What follows belongs to an exercise in optimizing a design on an open flow for small area, a short achievable clock period and few clock cycles; a production flow would make more cautious choices.
RTL that was checked went through simulation tests only; none was proved equivalent to the original.
Only the layout flow was run in run 2; the RTL was not checked for function there.
Power is estimated from default activity; no workload was simulated.

==> flow/design.v, too long to show whole: its modules and the start of the top module <==
// module alu_unit: 951 lines
module alu_unit(
    input clk,
    input rst,
    input in_valid,
    output in_ready,
    input [15:0] a,
    input [15:0] b,
    input [2:0] op,
    output reg out_valid,
    output reg [15:0] r
    );
  // ...
==> flow/flow/run.sh <==
#!/bin/bash
# Standard layout flow (buf_1 port buffers, clkbuf_8 clock buffers, resizer aims at 55 ns setup slack), logged to standard.log.
bash standard.sh SETUP_SLACK_MARGIN=55 "BUFFER_PORTS_ARGS=-buffer_cell sky130_fd_sc_hd__buf_1" CTS_BUF_LIST=sky130_fd_sc_hd__clkbuf_8 finish > standard.log 2>&1
==> flow/standard.sh <==
#!/bin/bash
# synth_recipe.tcl (not shown) runs the flow's synth.tcl, then flattens the netlist and writes it again
# the make line also repeats each setting of config.mk as NAME=value (left out here)
make -C /OpenROAD-flow-scripts/flow DESIGN_CONFIG=/design/flow/config.mk WORK_HOME=/design/flow/orfs CLKGATE_MAP_FILE= SYNTH_SCRIPT=/design/flow/synth_recipe.tcl "${@:-finish}"
==> flow/config.mk <==
export PLATFORM = sky130hd
export DESIGN_NAME = alu_unit
export DESIGN_NICKNAME = alu_unit
export VERILOG_FILES = /design/flow/design.v
export SDC_FILE = /design/flow/constraint.sdc
export NUM_CORES = 4
export LEC_CHECK = 0
export ABC_AREA = 1
export CAP_MARGIN = 20
export CORE_MARGIN = 2
export CORE_UTILIZATION = 40
export SLEW_MARGIN = 20
==> flow/constraint.sdc <==
create_clock -name core_clock -period 70.0 [get_ports {clk}]
set_input_delay 14.0000 -clock core_clock [delete_from_list [all_inputs] [get_ports {clk}]]
set_output_delay 14.0000 -clock core_clock [all_outputs]
set_load 0.01 [all_outputs]
==> run summary, run 1 <==
| Stage | Metric | This run |
| --- | --- | --- |
| outcome | Status | timing/DRC/antenna clean |
| layout | Number of sequential cells in the layout | 99 |
| routing | Average via count per standard cell | 4.98 |
| clocking | Clock transition time at the flip-flop clock pins of the worst setup and hold paths | 0.11 ns |
| power and ir drop | Power drawn by the combinational cells | 138 µW |
| die | Number of well taps | 319 |
| power and ir drop | Internal power | 136 µW |
| worst setup path | Worst-path cell with the longest stage delay | dfxtp_2 |
| worst setup path | Worst setup path end | r[8] |
| die | Die height | 159 µm |
| grt | M1 GR Usage | 27.9% |
| logic synthesis | Sequential fraction of the synthesis area | 20.7% |
| logic synthesis | Number of flops mapped to enable cells by yosys | 0 |
| hold path | Hold Path Class | reg -> reg |
| logic synthesis | Count of cell types in the netlist | 52 |
| routing | Met2 Routed Length | 12800 µm |
| die | Number of top-level design ports | 56 |
| logic synthesis | Top-count cell post-synth | nand2_1 |
| routing | 1st-pass router iterations | 5 |
| clocking | Later-pin clock latency in the skew report | 0.40 ns |
| layout | Count of inverters other than clock inverters in the layout | 175 |
| placement | Total placed cells including tap cells | 1686 |
| layout | Final cell area excluding filler cells | 11100 µm² |
| worst setup path | Category of the worst setup path launch point | flip-flop |
| sta | Final Max Tran Viols | 0 |
| sta | Worst hold slack | 0.332 ns |
Testbench counts, summed over its fixed seeds: cycles 4,024.
==> inputs of run 2 (changes only) <==
--- a/flow/design.v
+++ b/flow/design.v
@@ -70,20 +70,20 @@
 wire g12_2_2 = x_13[14] & y0[2];
 wire p12_2_2 = x_13[14] ^ y0[2];
 wire g12_3_3 = x_13[15] & y0[3];
 wire p12_3_3 = x_13[15] ^ y0[3];
 wire g12_1_0 = g12_1_1 | (p12_1_1 & g12_0_0);
 wire p12_1_0 = p12_1_1 & p12_0_0;
 wire g12_3_2 = g12_3_3 | (p12_3_3 & g12_2_2);
 wire p12_3_2 = p12_3_3 & p12_2_2;
-wire g12_2_0 = g12_2_2 | (p12_2_2 & g12_1_0);
-wire p12_2_0 = p12_2_2 & p12_1_0;
 wire g12_3_0 = g12_3_2 | (p12_3_2 & g12_1_0);
 wire p12_3_0 = p12_3_2 & p12_1_0;
+wire g12_2_0 = g12_2_2 | (p12_2_2 & g12_1_0);
+wire p12_2_0 = p12_2_2 & p12_1_0;
 assign s12[0] = p12_0_0 ^ (div0 | sub0);
 assign s12[1] = p12_1_1 ^ g12_0_0;
 assign s12[2] = p12_2_2 ^ g12_1_0;
 assign s12[3] = p12_3_3 ^ g12_2_0;
 assign s12[4] = g12_3_0;
 wire sel12 = mul0 ? a_q[12] : (div0 & s12[4] & &y0[15:4]);
 wire [15:0] x_12 = sel12 ? {s12[3:0], x_13[11:0]} : x_13;
 wire [5:0] s11;
@@ -96,20 +96,20 @@
 wire g11_3_3 = x_12[14] & y0[3];
 wire p11_3_3 = x_12[14] ^ y0[3];
 wire g11_4_4 = x_12[15] & y0[4];
 wire p11_4_4 = x_12[15] ^ y0[4];
 wire g11_1_0 = g11_1_1 | (p11_1_1 & g11_0_0);
 wire p11_1_0 = p11_1_1 & p11_0_0;
 wire g11_3_2 = g11_3_3 | (p11_3_3 & g11_2_2);
 wire p11_3_2 = p11_3_3 & p11_2_2;
-wire g11_2_0 = g11_2_2 | (p11_2_2 & g11_1_0);
-wire p11_2_0 = p11_2_2 & p11_1_0;
 wire g11_3_0 = g11_3_2 | (p11_3_2 & g11_1_0);
 wire p11_3_0 = p11_3_2 & p11_1_0;
+wire g11_2_0 = g11_2_2 | (p11_2_2 & g11_1_0);
+wire p11_2_0 = p11_2_2 & p11_1_0;
 wire g11_4_0 = g11_4_4 | (p11_4_4 & g11_3_0);
 wire p11_4_0 = p11_4_4 & p11_3_0;
 assign s11[0] = p11_0_0 ^ (div0 | sub0);
 assign s11[1] = p11_1_1 ^ g11_0_0;
 assign s11[2] = p11_2_2 ^ g11_1_0;
 assign s11[3] = p11_3_3 ^ g11_2_0;
 assign s11[4] = p11_4_4 ^ g11_3_0;
 assign s11[5] = g11_4_0;
@@ -129,24 +129,24 @@
 wire g10_5_5 = x_11[15] & y0[5];
 wire p10_5_5 = x_11[15] ^ y0[5];
 wire g10_1_0 = g10_1_1 | (p10_1_1 & g10_0_0);
 wire p10_1_0 = p10_1_1 & p10_0_0;
 wire g10_3_2 = g10_3_3 | (p10_3_3 & g10_2_2);
 wire p10_3_2 = p10_3_3 & p10_2_2;
 wire g10_5_4 = g10_5_5 | (p10_5_5 & g10_4_4);
 wire p10_5_4 = p10_5_5 & p10_4_4;
-wire g10_2_0 = g10_2_2 | (p10_2_2 & g10_1_0);
-wire p10_2_0 = p10_2_2 & p10_1_0;
 wire g10_3_0 = g10_3_2 | (p10_3_2 & g10_1_0);
 wire p10_3_0 = p10_3_2 & p10_1_0;
-wire g10_4_0 = g10_4_4 | (p10_4_4 & g10_3_0);
-wire p10_4_0 = p10_4_4 & p10_3_0;
 wire g10_5_0 = g10_5_4 | (p10_5_4 & g10_3_0);
 wire p10_5_0 = p10_5_4 & p10_3_0;
+wire g10_2_0 = g10_2_2 | (p10_2_2 & g10_1_0);
+wire p10_2_0 = p10_2_2 & p10_1_0;
+wire g10_4_0 = g10_4_4 | (p10_4_4 & g10_3_0);
+wire p10_4_0 = p10_4_4 & p10_3_0;
 assign s10[0] = p10_0_0 ^ (div0 | sub0);
 assign s10[1] = p10_1_1 ^ g10_0_0;
 assign s10[2] = p10_2_2 ^ g10_1_0;
 assign s10[3] = p10_3_3 ^ g10_2_0;
 assign s10[4] = p10_4_4 ^ g10_3_0;
 assign s10[5] = p10_5_5 ^ g10_4_0;
 assign s10[6] = g10_5_0;
 wire sel10 = mul0 ? a_q[10] : (div0 & s10[6] & &y0[15:6]);
@@ -167,28 +167,26 @@
 wire g9_6_6 = x_10[15] & y0[6];
 wire p9_6_6 = x_10[15] ^ y0[6];
 wire g9_1_0 = g9_1_1 | (p9_1_1 & g9_0_0);
 wire p9_1_0 = p9_1_1 & p9_0_0;
 wire g9_3_2 = g9_3_3 | (p9_3_3 & g9_2_2);
 wire p9_3_2 = p9_3_3 & p9_2_2;
 wire g9_5_4 = g9_5_5 | (p9_5_5 & g9_4_4);
 wire p9_5_4 = p9_5_5 & p9_4_4;
-wire g9_2_0 = g9_2_2 | (p9_2_2 & g9_1_0);
-wire p9_2_0 = p9_2_2 & p9_1_0;
 wire g9_3_0 = g9_3_2 | (p9_3_2 & g9_1_0);
 wire p9_3_0 = p9_3_2 & p9_1_0;
-wire g9_6_4 = g9_6_6 | (p9_6_6 & g9_5_4);
-wire p9_6_4 = p9_6_6 & p9_5_4;
-wire g9_4_0 = g9_4_4 | (p9_4_4 & g9_3_0);
-wire p9_4_0 = p9_4_4 & p9_3_0;
 wire g9_5_0 = g9_5_4 | (p9_5_4 & g9_3_0);
 wire p9_5_0 = p9_5_4 & p9_3_0;
-wire g9_6_0 = g9_6_4 | (p9_6_4 & g9_3_0);
-wire p9_6_0 = p9_6_4 & p9_3_0;
+wire g9_2_0 = g9_2_2 | (p9_2_2 & g9_1_0);
+wire p9_2_0 = p9_2_2 & p9_1_0;
+wire g9_4_0 = g9_4_4 | (p9_4_4 & g9_3_0);
+wire p9_4_0 = p9_4_4 & p9_3_0;
+wire g9_6_0 = g9_6_6 | (p9_6_6 & g9_5_0);
+wire p9_6_0 = p9_6_6 & p9_5_0;
 assign s9[0] = p9_0_0 ^ (div0 | sub0);
 assign s9[1] = p9_1_1 ^ g9_0_0;
 assign s9[2] = p9_2_2 ^ g9_1_0;
 assign s9[3] = p9_3_3 ^ g9_2_0;
 assign s9[4] = p9_4_4 ^ g9_3_0;
 assign s9[5] = p9_5_5 ^ g9_4_0;
 assign s9[6] = p9_6_6 ^ g9_5_0;
 assign s9[7] = g9_6_0;
@@ -214,32 +212,30 @@
 wire g8_1_0 = g8_1_1 | (p8_1_1 & g8_0_0);
 wire p8_1_0 = p8_1_1 & p8_0_0;
 wire g8_3_2 = g8_3_3 | (p8_3_3 & g8_2_2);
 wire p8_3_2 = p8_3_3 & p8_2_2;
 wire g8_5_4 = g8_5_5 | (p8_5_5 & g8_4_4);
 wire p8_5_4 = p8_5_5 & p8_4_4;
 wire g8_7_6 = g8_7_7 | (p8_7_7 & g8_6_6);
 wire p8_7_6 = p8_7_7 & p8_6_6;
-wire g8_2_0 = g8_2_2 | (p8_2_2 & g8_1_0);
-wire p8_2_0 = p8_2_2 & p8_1_0;
 wire g8_3_0 = g8_3_2 | (p8_3_2 & g8_1_0);
 wire p8_3_0 = p8_3_2 & p8_1_0;
-wire g8_6_4 = g8_6_6 | (p8_6_6 & g8_5_4);
-wire p8_6_4 = p8_6_6 & p8_5_4;
 wire g8_7_4 = g8_7_6 | (p8_7_6 & g8_5_4);
 wire p8_7_4 = p8_7_6 & p8_5_4;
-wire g8_4_0 = g8_4_4 | (p8_4_4 & g8_3_0);
-wire p8_4_0 = p8_4_4 & p8_3_0;
-wire g8_5_0 = g8_5_4 | (p8_5_4 & g8_3_0);
-wire p8_5_0 = p8_5_4 & p8_3_0;
-wire g8_6_0 = g8_6_4 | (p8_6_4 & g8_3_0);
-wire p8_6_0 = p8_6_4 & p8_3_0;
 wire g8_7_0 = g8_7_4 | (p8_7_4 & g8_3_0);
 wire p8_7_0 = p8_7_4 & p8_3_0;
+wire g8_5_0 = g8_5_4 | (p8_5_4 & g8_3_0);
+wire p8_5_0 = p8_5_4 & p8_3_0;
+wire g8_2_0 = g8_2_2 | (p8_2_2 & g8_1_0);
+wire p8_2_0 = p8_2_2 & p8_1_0;
+wire g8_4_0 = g8_4_4 | (p8_4_4 & g8_3_0);
+wire p8_4_0 = p8_4_4 & p8_3_0;
+wire g8_6_0 = g8_6_6 | (p8_6_6 & g8_5_0);
+wire p8_6_0 = p8_6_6 & p8_5_0;
 assign s8[0] = p8_0_0 ^ (div0 | sub0);
 assign s8[1] = p8_1_1 ^ g8_0_0;
 assign s8[2] = p8_2_2 ^ g8_1_0;
 assign s8[3] = p8_3_3 ^ g8_2_0;
 assign s8[4] = p8_4_4 ^ g8_3_0;
 assign s8[5] = p8_5_5 ^ g8_4_0;
 assign s8[6] = p8_6_6 ^ g8_5_0;
 assign s8[7] = p8_7_7 ^ g8_6_0;
==> run 2 against run 1 <==
Against the previous run: highest routed layer unchanged; wire length rose by 4.5%; final cell count rose by 1.8%; core utilization grew 1.7 points; critical path depth unchanged; combinational power rose by 4%; sequential power fell by 2%; design area grew 4.0%; still clean; synthesized area rose by 0.10%; first-iteration DRC count fell by 20%; via count up 4.3%; critical path type unchanged.
==> run summary, run 2 <==
| Stage | Metric | This run | Change |
| --- | --- | --- | --- |
| worst setup path | Worst path buffer plus inverter count | 1 | unchanged |
| logic synthesis | Top-count cell post-synth | nand2_1 | unchanged |
| logic synthesis | Post-synthesis cell type with the largest combined area | dfxtp_1 | unchanged |
| layout | Final core utilization | 48.9% | was 47.1% |
| routing | Average via count per standard cell | 5.10 | was 4.98 |
| outcome | Status | timing/DRC/antenna clean | unchanged |
| logic synthesis | Fraction of synthesized cell area taken by the top area cell type | 20.6% | was 20.7% |
| worst setup path | Kind of end point of the critical path | output pin | unchanged |
| sta | Portion of the clock cycle consumed by the worst path in the final layout | 21.3% | about the same |
| placement | Total placed cells including tap cells | 1694 | was 1686 |
| logic synthesis | XOR/XNOR share of the synthesized area | 6.27% | was 6.97% |
| sta | Sum Neg Setup Slack | 0 ns | unchanged |
| grt | Total GRT Usage | 22.2% | was 20.9% |
| logic synthesis | Sequential fraction of the synthesis area | 20.6% | was 20.7% |
| logic synthesis | Warning count from the yosys run | 1 | unchanged |
| sta | Slew of the pin with the lowest slew margin | 0.688 ns | was 0.904 ns |
| layout | Area growth, synth to finish | 19.9% | was 15.4% |
| die | Count of standard-cell rows | 56 | unchanged |
| worst setup path | Category of the worst setup path launch point | flip-flop | unchanged |
| clocking | Cell chosen for the clock root | clkbuf_8 | unchanged |
| hold path | Worst Min Path Start | a_q[5]$_DFF_P_ | was a_q[2]$_DFF_P_ |
| logic synthesis | Number of cells produced by synthesis | 1343 | was 1334 |
| clocking | CTS sink cnt | 99 | unchanged |
| logic synthesis | Synth Area per Inst | 7.15 µm² | was 7.19 µm² |
| grt | Global-route wire length before repair | 44600 µm | was 42000 µm |
| layout | Final cell area excluding filler cells | 11500 µm² | was 11100 µm² |
| clocking | Clock transition time at the flip-flop clock pins of the worst setup and hold paths | 0.10 ns | was 0.11 ns |
| clocking | Maximum clock insertion buffer count | 2 | unchanged |
| logic synthesis | Arithmetic-cell share of the synthesized area counting full adders, half adders and majority gates | 25.3% | was 25.0% |
| power and ir drop | Power per Cell Area | 21.4 nW/µm² | was 22.5 nW/µm² |
| logic synthesis | Cell area after synthesis | 9600 µm² | was 9590 µm² |
| worst setup path | Maximum single-stage delay on the critical path | 0.34 ns | was 0.38 ns |
| sta | Worst clock skew on the final layout | 0.0132 ns | was 0.0149 ns |
| logic synthesis | Number of flops mapped to enable cells by yosys | 0 | unchanged |
| worst setup path | Dominant delay contributor by cell family on the critical path | flip-flops | unchanged |
| layout | Highest-count cells in the layout ignoring fill and taps | nand2_1 (380), inv_1 (155), nand3_1 (131) | was nand2_1 (373), inv_1 (157), nand3_1 (139) |
| logic synthesis | Largest family of logic cells by synthesized area | simple AND/OR/NAND/NOR gates | unchanged |
| placement | Total cell area at the placement stage | 10100 µm² | about the same |
| sta | Unrepaired setup endpoints after global routing | yes | was no |
| die | Placeable Area | 23500 µm² | about the same |
| clocking | Number of H-tree branching levels | 3 | unchanged |
| power and ir drop | Static leakage | 5.85 nW | was 5.66 nW |
| logic synthesis | Seq cells post-synth | 99 | unchanged |
| routing | Final wirelength | 28300 µm | was 27000 µm |
| layout | N_diodes | 0 | unchanged |
| placement | # port buffers | 54 | unchanged |
| worst setup path | WP data arrival | 0.89 ns | was 0.94 ns |
| logic synthesis | Count of cell types in the netlist | 52 | unchanged |
| logic synthesis | Multiplexer share of the synthesized area | 0.104% | about the same |
| routing | Post-detailed-route count of antenna-violating nets | 0 | unchanged |
| die | Die outline area | 25300 µm² | was 25200 µm² |
| routing | Total vias in the final route | 9102 | was 8727 |
| sta | Minimum clock period | 14.89 ns | was 14.94 ns |
| hold path | Hold Path Class | reg -> reg | unchanged |
| clocking | Number of buffers created by CTS | 9 | unchanged |
| routing | Drc violations | 0 | unchanged |
| worst setup path | Path type of the worst setup path | reg -> out | unchanged |
| hold path | WHS Endpoint | x1[5]$_DFF_P_ | was x1[2]$_DFF_P_ |
| clocking | TritonCTS clock tree | done | unchanged |
| die | Number of top-level design ports | 56 | unchanged |
| placement | Final weighted congestion in routability-driven placement | 0.964 | was 0.979 |
| hold path | Hold Path Stages | 0 | unchanged |
| logic synthesis | Most instantiated flip-flop cell in the synthesis netlist | dfxtp_1 | unchanged |
| logic synthesis | Top cells by instance count after synthesis | nand2_1 (401), inv_1 (164), nand3_1 (138) | was nand2_1 (382), inv_1 (165), nand3_1 (142) |
| grt | Via count of the first global-routing pass | 8761 | was 8116 |
| die | Die height | 159 µm | about the same |
| layout | Share of post-route cells with drive strength above 1 | 18.2% | was 13.7% |
| logic synthesis | Post-synth net total | 1540 | was 1530 |
| worst setup path | Setup slack of the most critical reg-to-reg path | 55.84 ns | was 55.95 ns |
| sta | Achievable frequency | 67.2 MHz | was 66.9 MHz |
| worst setup path | Cell-by-cell trace of the critical path | buf_1 | unchanged |
| grt | Grt total ovfl | 0 | unchanged |
| grt | Number of antenna violations at the first check in global routing | 0 | unchanged |
| routing | Number of design-rule violations left by the first detailed-router iteration | 490 | was 609 |
| sta | Final Max Tran Viols | 0 | unchanged |
| job | Maximum Capacitance Violations | 0 | unchanged |
| sta | Final Hold Violating Endpoints | 0 | unchanged |
| logic synthesis | Post-synthesis compound-gate area fraction | 7.63% | was 7.65% |
| sta | Final setup violating endpoints | 0 | unchanged |
| logic synthesis | Dominant cells by area after synthesis | dfxtp_1 (21%), nand2_1 (16%), ha_1 (13%), fa_1 (12%), nand3_1 (7.2%) | was dfxtp_1 (21%), nand2_1 (15%), ha_1 (13%), fa_1 (12%), nand3_1 (7.4%) |
| worst setup path | Required time of the critical path | 56.00 ns | about the same |
| worst setup path | Number of cell instances on the worst register-to-register path | 90 | was 83 |
| layout | Final nets | 1658 | was 1625 |
| grt | Largest net degree at the start of global routing | 24 | was 25 |
| placement | Sum of net half-perimeters after detailed placement | 21700 µm | was 20900 µm |
| clocking | Later-pin clock latency in the skew report | 0.38 ns | was 0.40 ns |
| routing | 1st-pass router iterations | 5 | unchanged |
| layout | Non-filler cells, final | 1785 | was 1753 |
| power and ir drop | Sum of internal, switching and leakage power | 247 µW | was 249 µW |
| power and ir drop | Worst ir drop on vdd | 0.0000127 V | was 0.0000108 V |
| worst setup path | R2r startpoint | op_q[1]$_DFF_P_ | was op_q[0]$_DFF_P_ |
| routing | Drt wl/cell | 15.8 µm | was 15.4 µm |
| worst setup path | Critical path peak fanout | 1 | unchanged |
| layout | Most common cell after layout, fill and taps aside | nand2_1 | unchanged |
| logic synthesis | Simple-gate portion of the synthesized area | 31.8% | was 31.3% |
| sta | Headroom to the max-slew limit | 54.1% | was 39.6% |
| worst setup path | Worst-path cell with the longest stage delay | dfxtp_1 | was dfxtp_2 |
| die | Chip width | 159 µm | about the same |
| die | Initial core utilization | 40.8% | was 40.9% |
| logic synthesis | Async SR Flop Fraction | 0% | unchanged |
| worst setup path | Capture instance of the worst register-to-register path | x1[12]$_DFF_P_ | was x1[15]$_DFF_P_ |
[run 2: changes by cell type after synthesis, moves of 4 or more]
| cell | delta |
|---|---|
| nand2_1 | +19 |
| o21ai_0 | -11 |
| nor2_2 | -5 |
| xnor2_1 | -5 |
| a21o_1 | +4 |
| buf_4 | +4 |
| nand3_1 | -4 |
[run 2: area by class of cell]
type                       count  area [µm²]
fill                        2422       12000
multi-input combinational   1051        7450
sequential                    99        2000
timing repair buffer         128         796
inverter                     171         662
tap                          319         399
clock buffer                   9         124
clock inverter                 7        70.1
timing repair inverter         1        7.51
[run 2: logic make-up (layout without fill, tap and decap cells)]
kind of cell	count (synthesis)	count (layout)
other	1	1
muxes	1	1
DFF	99	99
adders and majority gates	159	159
xor gates and xnor gates	67	67
buffers and inverters	199	316
AOI/OAI and AO/OA	120	121
and+or+nand+nor	697	702
[run 2: worst max-delay path by stage]
stage,start,cells after the start,slack [ns],endpoint
after floorplan,out_valid$_DFF_P_,0,55.67,out_valid
after global placement,div1$_DFF_P_,119,52.78,r[7]$_DFF_P_
after detailed placement,div1$_DFF_P_,119,52.16,r[8]$_DFF_P_
after CTS,op_q[2]$_DFF_P_,88,55.04,x1[8]$_DFF_P_
after global routing,op_q[0]$_DFF_P_,95,54.87,x1[8]$_DFF_P_
final,r[6]$_DFF_P_,1,55.11,r[6]
[run 2: layer usage]
metal / part of all wire (%) / up-vias / GRT usage (%)
li1: - / 4521 / -
met3: 5.3 / 45 / 3.81
met1: 46 / 4267 / 29.2
met4: 2.3 / 0 / 6.53
met5: 0 / - / 0
met2: 47 / 269 / 37.5
[run 2: timing repair]
action                                  CTS  global route
pin swaps                                 7            39
cloned                                    2             7
hold buffers                              0             0
endpoints found under the setup margin   26            26
buffers inserted                         18            48
resized for setup                        56           102
[run 2: per-stage QoR]
step	setup WS [ns]	hold WS, ns
6_report	55.11	0.328
3_3_place_gp	52.78	0.311
2_1_floorplan	55.67	0.310
5_1_grt	54.87	0.344
4_1_cts	55.04	0.328
3_5_place_dp	52.16	0.312
[run 2: worst register-to-register path: cells and delay by family, from the launching register on]
kind / cells / cell delay [ns]
flip-flops: 1 / 0.39
XOR/XNOR: 3 / 0.50
adder cells (fa/ha/maj): 12 / 4.29
buffers and inverters: 9 / 1.09
AND/OR/NAND/NOR: 45 / 4.68
AO/OA/AOI/OAI: 21 / 3.16
[run 2: report_power, final]
group	switching (mW)	internal [mW]	total, mW
combinational	0.0847	0.0587	0.143
sequential	0.00546	0.0611	0.0666
clock	0.0204	0.0164	0.0368
total	0.111	0.136	0.247

-- what the ideal ports hide --
How much do the figures lean on ideal ports? The routed layouts below were timed once more, with nothing changed but the port constraints. Step 1: set_driving_cell puts a clkbuf_16 on clk and a buf_2 on each other input, an assumption about the parent block. Step 2 also shifts input and output timing later by t, the mid clock arrival at the registers, as if the neighbouring blocks saw the same clock. Three values: ideal ports, drivers, drivers and shift; two values: the first two.
run | t (ns) | setup WS [ns] | worst hold slack (ns) | worst setup path at the end | slew at the worst register clock pin (ns)
run 1 | 0.430 | 55.061 / 55.020 / 55.450 | 0.332 / 0.332 / 0.332 | register to output | 0.12 / 0.12
run 2 | 0.413 | 55.111 / 55.072 / 55.485 | 0.328 / 0.328 / 0.328 | register to output | 0.10 / 0.10
After both steps every run listed still meets setup and hold.
